Background: an optimization exercise with open tools, aiming at small area. Do not read the settings as production practice. Where RTL was checked, it was by simulation tests only, not by an equivalence proof against the original. No driver is modelled on the clock port, so clocking that relies on it looks cheaper here than on a real chip. No activity file was given, so power comes from the tool's default toggle rates.

// main
module main
(clk, rst, JA,Left, Right,Up, Down,  sw,led, seg, an );
clock: 150.0 ns
lec_check: 0
abc_area: 1
cap_margin: 20
core_margin: 2
core_utilization: 40
cts_buf_list: sky130_fd_sc_hd__clkbuf_8
slew_margin: 20
run.sh (not shown) runs the stock make flow with config.mk's settings and CLKGATE_MAP_FILE= SYNTH_SCRIPT=/design/flow/synth_recipe.tcl, a recipe that flattens the netlist after the stock synthesis.
The starting point finished clean.
Change:
Settings changed: CTS_BUF_LIST sky130_fd_sc_hd__clkbuf_8 to default.
=>
- The new run finished with timing, DRC and antenna clean
- die area is unchanged
- wire length is higher by 0.92%
- worst hold slack is worse by 0.0045 ns
- clock skew is lower by 0.0059 ns
- via count is higher by 0.73%

========
Another version of the RTL of main (not shown whole).
Size: about 780 cells after synthesis, about 41 I/O pins, ~7000 sq um of cells after synthesis.
==> flow/config.mk <==
export PLATFORM = sky130hd
export DESIGN_NAME = main
export DESIGN_NICKNAME = main
export VERILOG_FILES = /design/flow/design.v
export SDC_FILE = /design/flow/constraint.sdc
export NUM_CORES = 4
export LEC_CHECK = 0
export ABC_AREA = 1
export CAP_MARGIN = 20
export CORE_MARGIN = 2
export CORE_UTILIZATION = 40
export CTS_BUF_LIST = sky130_fd_sc_hd__clkbuf_8
export SLEW_MARGIN = 20
==> flow/constraint.sdc <==
create_clock -name core_clock -period 150.0 [get_ports {clk}]
set_input_delay 30.0000 -clock core_clock [delete_from_list [all_inputs] [get_ports {clk}]]
set_output_delay 30.0000 -clock core_clock [all_outputs]
set_load 0.01 [all_outputs]
standard.sh (not shown) runs the stock make flow with config.mk's settings and CLKGATE_MAP_FILE= SYNTH_SCRIPT=/design/flow/synth_recipe.tcl, a recipe that flattens the netlist after the stock synthesis.
==> flow/flow/run.sh <==
#!/bin/bash
# Own flow: the standard synthesis, then the logic (not the flip-flops, which keep their
# names and cell types) mapped again with a stronger ABC area script (eight random seeds, the
# smallest result kept), then the standard layout from floorplan to finish with these
# changes: the smallest buffer (buf_1) on each port, one tie cell for the constant outputs,
# no buffers kept from timing-driven global placement, and the clock tree built from clkbuf_8
# without dummy loads. Each tool's output goes to a log file in the work folder.
set -euo pipefail
W=$PWD
R=$W/orfs/results/$FLOW_PLATFORM/main/base
YOSYS=$FLOW_HOME/../tools/install/yosys/bin/yosys
LIB=$FLOW_HOME/platforms/sky130hd/lib/sky130_fd_sc_hd__tt_025C_1v80.lib

bash standard.sh synth > synth.log 2>&1
cp "$R/1_2_yosys.v" std.v
sed "s#@LIB@#$LIB#g" flow/remap1.ys > remap1.ys
"$YOSYS" -s remap1.ys > remap1.log 2>&1

for B in 0 4; do
    for S in $((B + 1)) $((B + 2)) $((B + 3)) $((B + 4)); do
        sed "s#@SEED@#$S#g" flow/remap.abc > remap_$S.abc
        sed "s#@LIB@#$LIB#g; s#@WORK@#$W#g; s#@SEED@#$S#g" flow/remap2.ys > remap2_$S.ys
        ( "$YOSYS" -s remap2_$S.ys > remap2_$S.log 2>&1 || true ) &
    done
    wait
done
best=""; best_area=""
for S in 1 2 3 4 5 6 7 8; do
    [[ -s new_$S.v && -s remap_$S.stat ]] || continue
    a=$(awk '/Chip area/ {print $NF}' remap_$S.stat)
    if [[ -z "$best" ]] || awk -v a="$a" -v b="$best_area" 'BEGIN {exit !(a < b)}'; then
        best=$S; best_area=$a
    fi
done
[[ -n "$best" ]]
echo "remap: seed $best, area $best_area" > remap_choice.log
cp new_$best.v "$R/1_2_yosys.v"
rm -f "$R/1_synth.odb" "$R/1_synth.sdc"
bash standard.sh finish "SKIP_REPAIR_TIE_FANOUT=1" "GPL_KEEP_OVERFLOW=0" "BUFFER_PORTS_ARGS=-buffer_cell sky130_fd_sc_hd__buf_1" \
    "CTS_ARGS=-sink_clustering_enable -repair_clock_nets -buf_list sky130_fd_sc_hd__clkbuf_8 -dont_use_dummy_load" \
    > finish.log 2>&1
Other scripts of this flow, unchanged in this note and not shown: flow/flow/remap.abc, flow/flow/remap1.ys, flow/flow/remap2.ys
The baseline produced a clean layout.
==> next run, changes <==
==> flow/flow/run.sh (replaced) <==
#!/bin/bash
# Own flow: the standard synthesis, then the logic (not the flip-flops) mapped again with
# a stronger ABC area script (four random seeds, the smallest result kept), then the standard flow's
# standard layout from floorplan to finish, with the smallest buffer on each port and the
# clock tree built from clkbuf_8 without dummy loads.
set -euo pipefail
W=$PWD
R=$W/orfs/results/$FLOW_PLATFORM/main/base
YOSYS=$FLOW_HOME/../tools/install/yosys/bin/yosys
LIB=$FLOW_HOME/platforms/sky130hd/lib/sky130_fd_sc_hd__tt_025C_1v80.lib

bash standard.sh synth > synth.log 2>&1
cp "$R/1_2_yosys.v" std.v
sed "s#@LIB@#$LIB#g" flow/remap1.ys > remap1.ys
"$YOSYS" -s remap1.ys > remap1.log 2>&1

for S in 1 2 3 4; do
    sed "s#@SEED@#$S#g" flow/remap.abc > remap_$S.abc
    sed "s#@LIB@#$LIB#g; s#@WORK@#$W#g; s#@SEED@#$S#g" flow/remap2.ys > remap2_$S.ys
    ( "$YOSYS" -s remap2_$S.ys > remap2_$S.log 2>&1 || true ) &
done
wait
best=""; best_area=""
for S in 1 2 3 4; do
    [[ -s new_$S.v && -s remap_$S.stat ]] || continue
    a=$(awk '/Chip area/ {print $NF}' remap_$S.stat)
    if [[ -z "$best" ]] || awk -v a="$a" -v b="$best_area" 'BEGIN {exit !(a < b)}'; then
        best=$S; best_area=$a
    fi
done
[[ -n "$best" ]]
echo "remap: seed $best, area $best_area" > remap_choice.log
cp new_$best.v "$R/1_2_yosys.v"
rm -f "$R/1_synth.odb" "$R/1_synth.sdc"
bash standard.sh finish "SKIP_REPAIR_TIE_FANOUT=1" "BUFFER_PORTS_ARGS=-buffer_cell sky130_fd_sc_hd__buf_1" \
    "CTS_ARGS=-sink_clustering_enable -repair_clock_nets -buf_list sky130_fd_sc_hd__clkbuf_8 -dont_use_dummy_load" \
    > finish.log 2>&1
--- a/flow/config.mk
+++ b/flow/config.mk
@@ -9 +9 @@
-export CAP_MARGIN = 20
+export CAP_MARGIN = 0
@@ -13 +13,2 @@
-export SLEW_MARGIN = 20
+export GPL_TIMING_DRIVEN = 0
+export SLEW_MARGIN = 0
After rerunning:
- The changed run finished with timing, DRC and antenna clean
- combinational power increases by 3.5%
- total power increases by 0.51%
- worst setup slack is worse by 0.036 ns
- clock power hardly moves
==> next run, changes <==
--- a/flow/flow/run.sh
+++ b/flow/flow/run.sh
@@ -35 +35 @@
-bash standard.sh finish "SKIP_REPAIR_TIE_FANOUT=1" "BUFFER_PORTS_ARGS=-buffer_cell sky130_fd_sc_hd__buf_1" \
+bash standard.sh finish "BUFFER_PORTS_ARGS=-buffer_cell sky130_fd_sc_hd__buf_1" \
--- a/flow/config.mk
+++ b/flow/config.mk
@@ -9 +9 @@
-export CAP_MARGIN = 0
+export CAP_MARGIN = 20
@@ -13,2 +13 @@
-export GPL_TIMING_DRIVEN = 0
-export SLEW_MARGIN = 0
+export SLEW_MARGIN = 20
Outcome:
- The changed run finished clean
- sequential share of layout area climbs by 0.98 points
- final cell count drops by 1.4%
- sequential cell count does not change
- clock-buffer cell count stays the same
==> next run, changes <==
--- a/flow/flow/run.sh
+++ b/flow/flow/run.sh
@@ -35 +35 @@
-bash standard.sh finish "BUFFER_PORTS_ARGS=-buffer_cell sky130_fd_sc_hd__buf_1" \
+bash standard.sh finish "SKIP_REPAIR_TIE_FANOUT=1" "GPL_KEEP_OVERFLOW=0" "BUFFER_PORTS_ARGS=-buffer_cell sky130_fd_sc_hd__buf_1" \
Effect: The new run passed the timing, DRC and antenna checks. Critical path depth stays the same. Non-clock buffer count goes down by 5. Utilization goes down by 0.22 points. Register-to-register slack loses 0.16 ns.
==> next run, changes <==
--- a/flow/flow/run.sh
+++ b/flow/flow/run.sh
@@ -3 +3 @@
-# a stronger ABC area script (four random seeds, the smallest result kept), then the standard flow's
+# a stronger ABC area script (eight random seeds, the smallest result kept), then the standard flow's
@@ -17,4 +17,7 @@
-for S in 1 2 3 4; do
-    sed "s#@SEED@#$S#g" flow/remap.abc > remap_$S.abc
-    sed "s#@LIB@#$LIB#g; s#@WORK@#$W#g; s#@SEED@#$S#g" flow/remap2.ys > remap2_$S.ys
-    ( "$YOSYS" -s remap2_$S.ys > remap2_$S.log 2>&1 || true ) &
+for B in 0 4; do
+    for S in $((B + 1)) $((B + 2)) $((B + 3)) $((B + 4)); do
+        sed "s#@SEED@#$S#g" flow/remap.abc > remap_$S.abc
+        sed "s#@LIB@#$LIB#g; s#@WORK@#$W#g; s#@SEED@#$S#g" flow/remap2.ys > remap2_$S.ys
+        ( "$YOSYS" -s remap2_$S.ys > remap2_$S.log 2>&1 || true ) &
+    done
+    wait
@@ -22 +24,0 @@
-wait
@@ -24 +26 @@
-for S in 1 2 3 4; do
+for S in 1 2 3 4 5 6 7 8; do
@@ -35 +37 @@
-bash standard.sh finish "SKIP_REPAIR_TIE_FANOUT=1" "GPL_KEEP_OVERFLOW=0" "BUFFER_PORTS_ARGS=-buffer_cell sky130_fd_sc_hd__buf_1" \
+bash standard.sh finish "SKIP_REPAIR_TIE_FANOUT=1" "BUFFER_PORTS_ARGS=-buffer_cell sky130_fd_sc_hd__buf_1" \
After rerunning:
- design area stays the same
- hold slack improved by 0.013 ns
- routed wire length grows by 1.2%
- global-route usage grows by 0.46 points
- via count grows by 1.8%
- clock power is about the same
- final cell count grows by 0.97%
- maximum frequency shrinks by 0.37%
- setup slack got worse by 0.12 ns
- clock-buffer cell count is unchanged
- non-clock buffer count grows by 3
==> next run, changes <==
--- a/flow/flow/run.sh
+++ b/flow/flow/run.sh
@@ -3 +3 @@
-# a stronger ABC area script (eight random seeds, the smallest result kept), then the standard flow's
+# a stronger ABC area script (four random seeds, the smallest result kept), then the standard flow's
@@ -17,7 +17,4 @@
-for B in 0 4; do
-    for S in $((B + 1)) $((B + 2)) $((B + 3)) $((B + 4)); do
-        sed "s#@SEED@#$S#g" flow/remap.abc > remap_$S.abc
-        sed "s#@LIB@#$LIB#g; s#@WORK@#$W#g; s#@SEED@#$S#g" flow/remap2.ys > remap2_$S.ys
-        ( "$YOSYS" -s remap2_$S.ys > remap2_$S.log 2>&1 || true ) &
-    done
-    wait
+for S in 1 2 3 4; do
+    sed "s#@SEED@#$S#g" flow/remap.abc > remap_$S.abc
+    sed "s#@LIB@#$LIB#g; s#@WORK@#$W#g; s#@SEED@#$S#g" flow/remap2.ys > remap2_$S.ys
+    ( "$YOSYS" -s remap2_$S.ys > remap2_$S.log 2>&1 || true ) &
@@ -24,0 +22 @@
+wait
@@ -26 +24 @@
-for S in 1 2 3 4 5 6 7 8; do
+for S in 1 2 3 4; do
=> Utilization stays flat. Register-to-register slack improves by 1.4 ns. Via count shrinks by about 1.3%. Design area barely changes. Critical path depth went down by 2. Die area is about the same. Worst hold slack gets worse by 0.025 ns.

========
Another version of the RTL of main (not shown whole).
Size: ~7300 um^2 of cells after synthesis.
## main
module main
(clk, rst, JA,Left, Right,Up, Down,  sw,led, seg, an );
Settings: LEC_CHECK=0, ABC_AREA=1, CAP_MARGIN=20, CORE_MARGIN=2, CORE_UTILIZATION=40, CTS_BUF_LIST=sky130_fd_sc_hd__clkbuf_8, SLEW_MARGIN=20; clock period 150.0 ns.
==> flow/flow/run.sh <==
#!/bin/bash
# Own flow: the standard synthesis, the logic (not the flip-flops) mapped again with a
# stronger ABC area script, then the standard layout from floorplan to finish.
set -euo pipefail
W=$PWD
R=$W/orfs/results/$FLOW_PLATFORM/main/base
YOSYS=$FLOW_HOME/../tools/install/yosys/bin/yosys
LIB=$FLOW_HOME/platforms/sky130hd/lib/sky130_fd_sc_hd__tt_025C_1v80.lib

bash standard.sh synth > synth.log 2>&1
cp "$R/1_2_yosys.v" std.v
sed "s#@LIB@#$LIB#g; s#@DIR@#$W/flow#g" flow/remap1.ys > remap1.ys
sed "s#@LIB@#$LIB#g; s#@DIR@#$W/flow#g" flow/remap2.ys > remap2.ys
"$YOSYS" -s remap1.ys > remap1.log 2>&1
"$YOSYS" -s remap2.ys > remap2.log 2>&1
cp new.v "$R/1_2_yosys.v"
rm -f "$R/1_synth.odb" "$R/1_synth.sdc"
bash standard.sh finish "BUFFER_PORTS_ARGS=-buffer_cell sky130_fd_sc_hd__buf_1" "CTS_ARGS=-sink_clustering_enable -repair_clock_nets -buf_list sky130_fd_sc_hd__clkbuf_8 -dont_use_dummy_load" > finish.log 2>&1
Other scripts of this flow, unchanged in this note and not shown: flow/flow/remap.abc, flow/flow/remap1.ys, flow/flow/remap2.ys
==> next run, changes <==
--- a/flow/flow/run.sh
+++ b/flow/flow/run.sh
@@ -16,3 +16,3 @@
 cp new.v "$R/1_2_yosys.v"
 rm -f "$R/1_synth.odb" "$R/1_synth.sdc"
-bash standard.sh finish "BUFFER_PORTS_ARGS=-buffer_cell sky130_fd_sc_hd__buf_1" "CTS_ARGS=-sink_clustering_enable -repair_clock_nets -buf_list sky130_fd_sc_hd__clkbuf_8 -dont_use_dummy_load" > finish.log 2>&1
+bash standard.sh finish "BUFFER_PORTS_ARGS=-buffer_cell sky130_fd_sc_hd__buf_1" "CTS_ARGS=-sink_clustering_enable -repair_clock_nets -buf_list sky130_fd_sc_hd__clkbuf_8 -sink_clustering_size 30 -sink_clustering_max_diameter 80 -dont_use_dummy_load" > finish.log 2>&1
The changed run passed the timing, DRC and antenna checks. Power does not change. Die area is unchanged. Final cell count does not change. Final area does not change. Setup slack is unchanged. Non-clock buffer count stays the same. Clock skew does not change. Utilization is unchanged. Clock-buffer cell count is unchanged. Via count stays the same.
==> next run, changes <==
--- a/flow/flow/run.sh
+++ b/flow/flow/run.sh
@@ -16,3 +16,3 @@
 cp new.v "$R/1_2_yosys.v"
 rm -f "$R/1_synth.odb" "$R/1_synth.sdc"
-bash standard.sh finish "BUFFER_PORTS_ARGS=-buffer_cell sky130_fd_sc_hd__buf_1" "CTS_ARGS=-sink_clustering_enable -repair_clock_nets -buf_list sky130_fd_sc_hd__clkbuf_8 -sink_clustering_size 30 -sink_clustering_max_diameter 80 -dont_use_dummy_load" > finish.log 2>&1
+bash standard.sh finish "BUFFER_PORTS_ARGS=-buffer_cell sky130_fd_sc_hd__buf_1" "CTS_ARGS=-repair_clock_nets -buf_list sky130_fd_sc_hd__clkbuf_8 -dont_use_dummy_load" > finish.log 2>&1
Outcome:
- synthesized area stays the same
- total power does not change
- cell count is unchanged
- wire length is unchanged
- combinational power hardly moves
- setup slack stays the same
- clock skew does not change
Function was not checked in any run of this note: the RTL went through the layout flow alone.

========
== run 1 ==
Another version of the RTL of main (not shown whole).
Size in the first run: roughly 770 cells after synthesis, ~6900 um^2 of cells after synthesis.
clock: 150.0 ns
lec_check: 0
abc_area: 1
cap_margin: 20
core_margin: 2
core_utilization: 40
cts_buf_list: sky130_fd_sc_hd__clkbuf_8
slew_margin: 20
==> flow/flow/run.sh <==
#!/bin/bash
# Own flow: the standard synthesis, then the logic (not the flip-flops, which keep their
# names and cell types) mapped again with a stronger ABC area script (deep synthesis, then
# mapping with two rounds of don't-care resynthesis; eight random seeds, the smallest result
# kept), then the standard layout from floorplan to finish with these changes: the
# smallest buffer (buf_1) on each port, one tie cell for the constant outputs, no buffers kept
# from timing-driven global placement, leaf clock buffers downsized where the clock-pin slew
# allows (flow/post_cts.tcl), and the clock tree built from clkbuf_8 without dummy loads.
# Each tool's output goes to a log file in the work folder.
set -euo pipefail
W=$PWD
R=$W/orfs/results/$FLOW_PLATFORM/main/base
YOSYS=$FLOW_HOME/../tools/install/yosys/bin/yosys
LIB=$FLOW_HOME/platforms/sky130hd/lib/sky130_fd_sc_hd__tt_025C_1v80.lib

bash standard.sh synth > synth.log 2>&1
cp "$R/1_2_yosys.v" std.v
sed "s#@LIB@#$LIB#g" flow/remap1.ys > remap1.ys
"$YOSYS" -s remap1.ys > remap1.log 2>&1

for B in 0 4; do
    for S in $((B + 1)) $((B + 2)) $((B + 3)) $((B + 4)); do
        sed "s#@SEED@#$S#g" flow/remap.abc > remap_$S.abc
        sed "s#@LIB@#$LIB#g; s#@WORK@#$W#g; s#@SEED@#$S#g" flow/remap2.ys > remap2_$S.ys
        ( "$YOSYS" -s remap2_$S.ys > remap2_$S.log 2>&1 || true ) &
    done
    wait
done
best=""; best_area=""
for S in 1 2 3 4 5 6 7 8; do
    [[ -s new_$S.v && -s remap_$S.stat ]] || continue
    a=$(awk '/Chip area/ {print $NF}' remap_$S.stat)
    if [[ -z "$best" ]] || awk -v a="$a" -v b="$best_area" 'BEGIN {exit !(a < b)}'; then
        best=$S; best_area=$a
    fi
done
[[ -n "$best" ]]
echo "remap: seed $best, area $best_area" > remap_choice.log
cp new_$best.v "$R/1_2_yosys.v"
rm -f "$R/1_synth.odb" "$R/1_synth.sdc"
bash standard.sh finish "POST_CTS_TCL=$W/flow/post_cts.tcl" "SKIP_REPAIR_TIE_FANOUT=1" "GPL_KEEP_OVERFLOW=0" "BUFFER_PORTS_ARGS=-buffer_cell sky130_fd_sc_hd__buf_1" \
    "CTS_ARGS=-sink_clustering_enable -repair_clock_nets -buf_list sky130_fd_sc_hd__clkbuf_8 -dont_use_dummy_load" \
    > finish.log 2>&1
==> flow/flow/remap.abc <==
strash
&get -n
&deepsyn -T 300 -S @SEED@
&put
&get -n
&dch -f
&nf -R 1000 -a
&put
mfs2
strash
&get -n
&dch -f
&nf -R 1000 -a
&put
mfs2
strash
&get -n
&dch -f
&nf -R 1000 -a
&put
Other scripts of this flow, unchanged in this note and not shown: flow/flow/post_cts.tcl, flow/flow/remap1.ys, flow/flow/remap2.ys
What run 2 does differently from run 1 at the input level:
diff --git a/flow/flow/run.sh b/flow/flow/run.sh
--- a/flow/flow/run.sh
+++ b/flow/flow/run.sh
@@ -3,3 +3,3 @@
 # names and cell types) mapped again with a stronger ABC area script (deep synthesis, then
-# mapping with two rounds of don't-care resynthesis; eight random seeds, the smallest result
+# mapping with two rounds of don't-care resynthesis; twelve random seeds, the smallest result
 # kept), then the standard layout from floorplan to finish with these changes: the
@@ -20,3 +20,3 @@
 
-for B in 0 4; do
+for B in 0 4 8; do
     for S in $((B + 1)) $((B + 2)) $((B + 3)) $((B + 4)); do
@@ -29,3 +29,3 @@
 best=""; best_area=""
-for S in 1 2 3 4 5 6 7 8; do
+for S in 1 2 3 4 5 6 7 8 9 10 11 12; do
     [[ -s new_$S.v && -s remap_$S.stat ]] || continue
diff --git a/flow/flow/remap.abc b/flow/flow/remap.abc
--- a/flow/flow/remap.abc
+++ b/flow/flow/remap.abc
@@ -2,3 +2,3 @@
 &get -n
-&deepsyn -T 300 -S @SEED@
+&deepsyn -T 60 -S @SEED@
 &put
==> comparison <==
- On run 2: critical path depth is 4 higher than what run 1 gave.
- The capture point of the critical path comes out Findscore.s_th[4] in one run and seg[5] in the other, namely in run 2 and run 1 respectively.
- Die height: run 2 vs run 1 — no meaningful difference
- The final core area utilization of run 2 and that of run 1 are within noise of each other.
- On static leakage, run 1 and run 2 are neck and neck.
- The clock slew at the register clock pins of the worst setup and hold paths was comparable across run 1 and run 2.
- Route | run 2 vs run 1 | wire longer in run 2
- Looking at post-route cell area, run 2 sits above run 1.
- The register share of the cell area of run 2 is lower than that of run 1.
- Synthesized cell count ends up higher on run 2.
What run 3 does differently from run 2 at the input level:
diff --git a/flow/flow/run.sh b/flow/flow/run.sh
--- a/flow/flow/run.sh
+++ b/flow/flow/run.sh
@@ -3,3 +3,3 @@
 # names and cell types) mapped again with a stronger ABC area script (deep synthesis, then
-# mapping with two rounds of don't-care resynthesis; twelve random seeds, the smallest result
+# mapping with two rounds of don't-care resynthesis; eight random seeds, the smallest result
 # kept), then the standard layout from floorplan to finish with these changes: the
@@ -20,3 +20,3 @@
 
-for B in 0 4 8; do
+for B in 0 4; do
     for S in $((B + 1)) $((B + 2)) $((B + 3)) $((B + 4)); do
@@ -29,3 +29,3 @@
 best=""; best_area=""
-for S in 1 2 3 4 5 6 7 8 9 10 11 12; do
+for S in 1 2 3 4 5 6 7 8; do
     [[ -s new_$S.v && -s remap_$S.stat ]] || continue
diff --git a/flow/flow/remap.abc b/flow/flow/remap.abc
--- a/flow/flow/remap.abc
+++ b/flow/flow/remap.abc
@@ -2,3 +2,3 @@
 &get -n
-&deepsyn -T 60 -S @SEED@
+&deepsyn -T 180 -S @SEED@
 &put
## What came out
- Min global-route usage across run 2 and run 3: run 3
- The placeable core region in run 3 sits about 0.35% below the value recorded for run 2.
- Between run 2 and run 3, the difference in die height is negligible.
- Re final worst hold slack: run 2 and run 3 aren't equal, and the higher value belongs to run 3.
- Re filler-free cell count of the finished design: run 2 and run 3 aren't equal, and the higher value belongs to run 2.
- Synthesized cell count: run 3 lower than run 2

## port drivers added, routing unchanged
How much do the figures lean on ideal ports? The routed layouts below were timed once more, with nothing changed but the port constraints. Step 1 assumes that a clkbuf_16 drives the clock port and a buf_2 every other input. Step 2 adds t to the input delays and takes it off the output delays; t is the mean of the earliest and latest rising clock arrival at the registers after step 1. Input paths then give back, and output paths get back, about the clock's delay inside the block. a / b / c = ideal / step 1 / step 2; a / b = the first two.
run | t, ns | slack for setup (ns) | pins driven straight from the clock port
the first run of note 1 | 0.486 | 116.534 / 116.552 / 116.066 | 1
the second run of note 1 | 0.470 | 116.517 / 116.539 / 116.070 | 1
the first run of note 2 | 0.471 | 116.717 / 116.678 / 117.129 | 1
the second run of note 2 | 0.470 | 116.681 / 116.641 / 117.111 | 1
the third run of note 2 | 0.472 | 116.701 / 116.662 / 117.134 | 1
the fourth run of note 2 | 0.471 | 116.717 / 116.678 / 117.129 | 1
the fifth run of note 2 | 0.473 | 116.594 / 116.606 / 116.133 | 1
the sixth run of note 2 | 0.479 | 116.672 / 116.635 / 117.114 | 1
the first run of note 3 | 0.483 | 116.837 / 116.854 / 116.371 | 1
the second run of note 3 | 0.483 | 116.837 / 116.854 / 116.371 | 1
the third run of note 3 | 0.483 | 116.837 / 116.854 / 116.371 | 1
run 1 | 0.468 | 116.509 / 116.472 / 116.830 | 1
run 2 | 0.470 | 116.820 / 116.839 / 116.369 | 1
run 3 | 0.468 | 116.509 / 116.472 / 116.830 | 1
After both steps setup and hold are still met in every run listed. The setup slack of the first run of note 1, which loses most, moves by +0.018 ns with the drivers and by -0.468 ns with both steps.
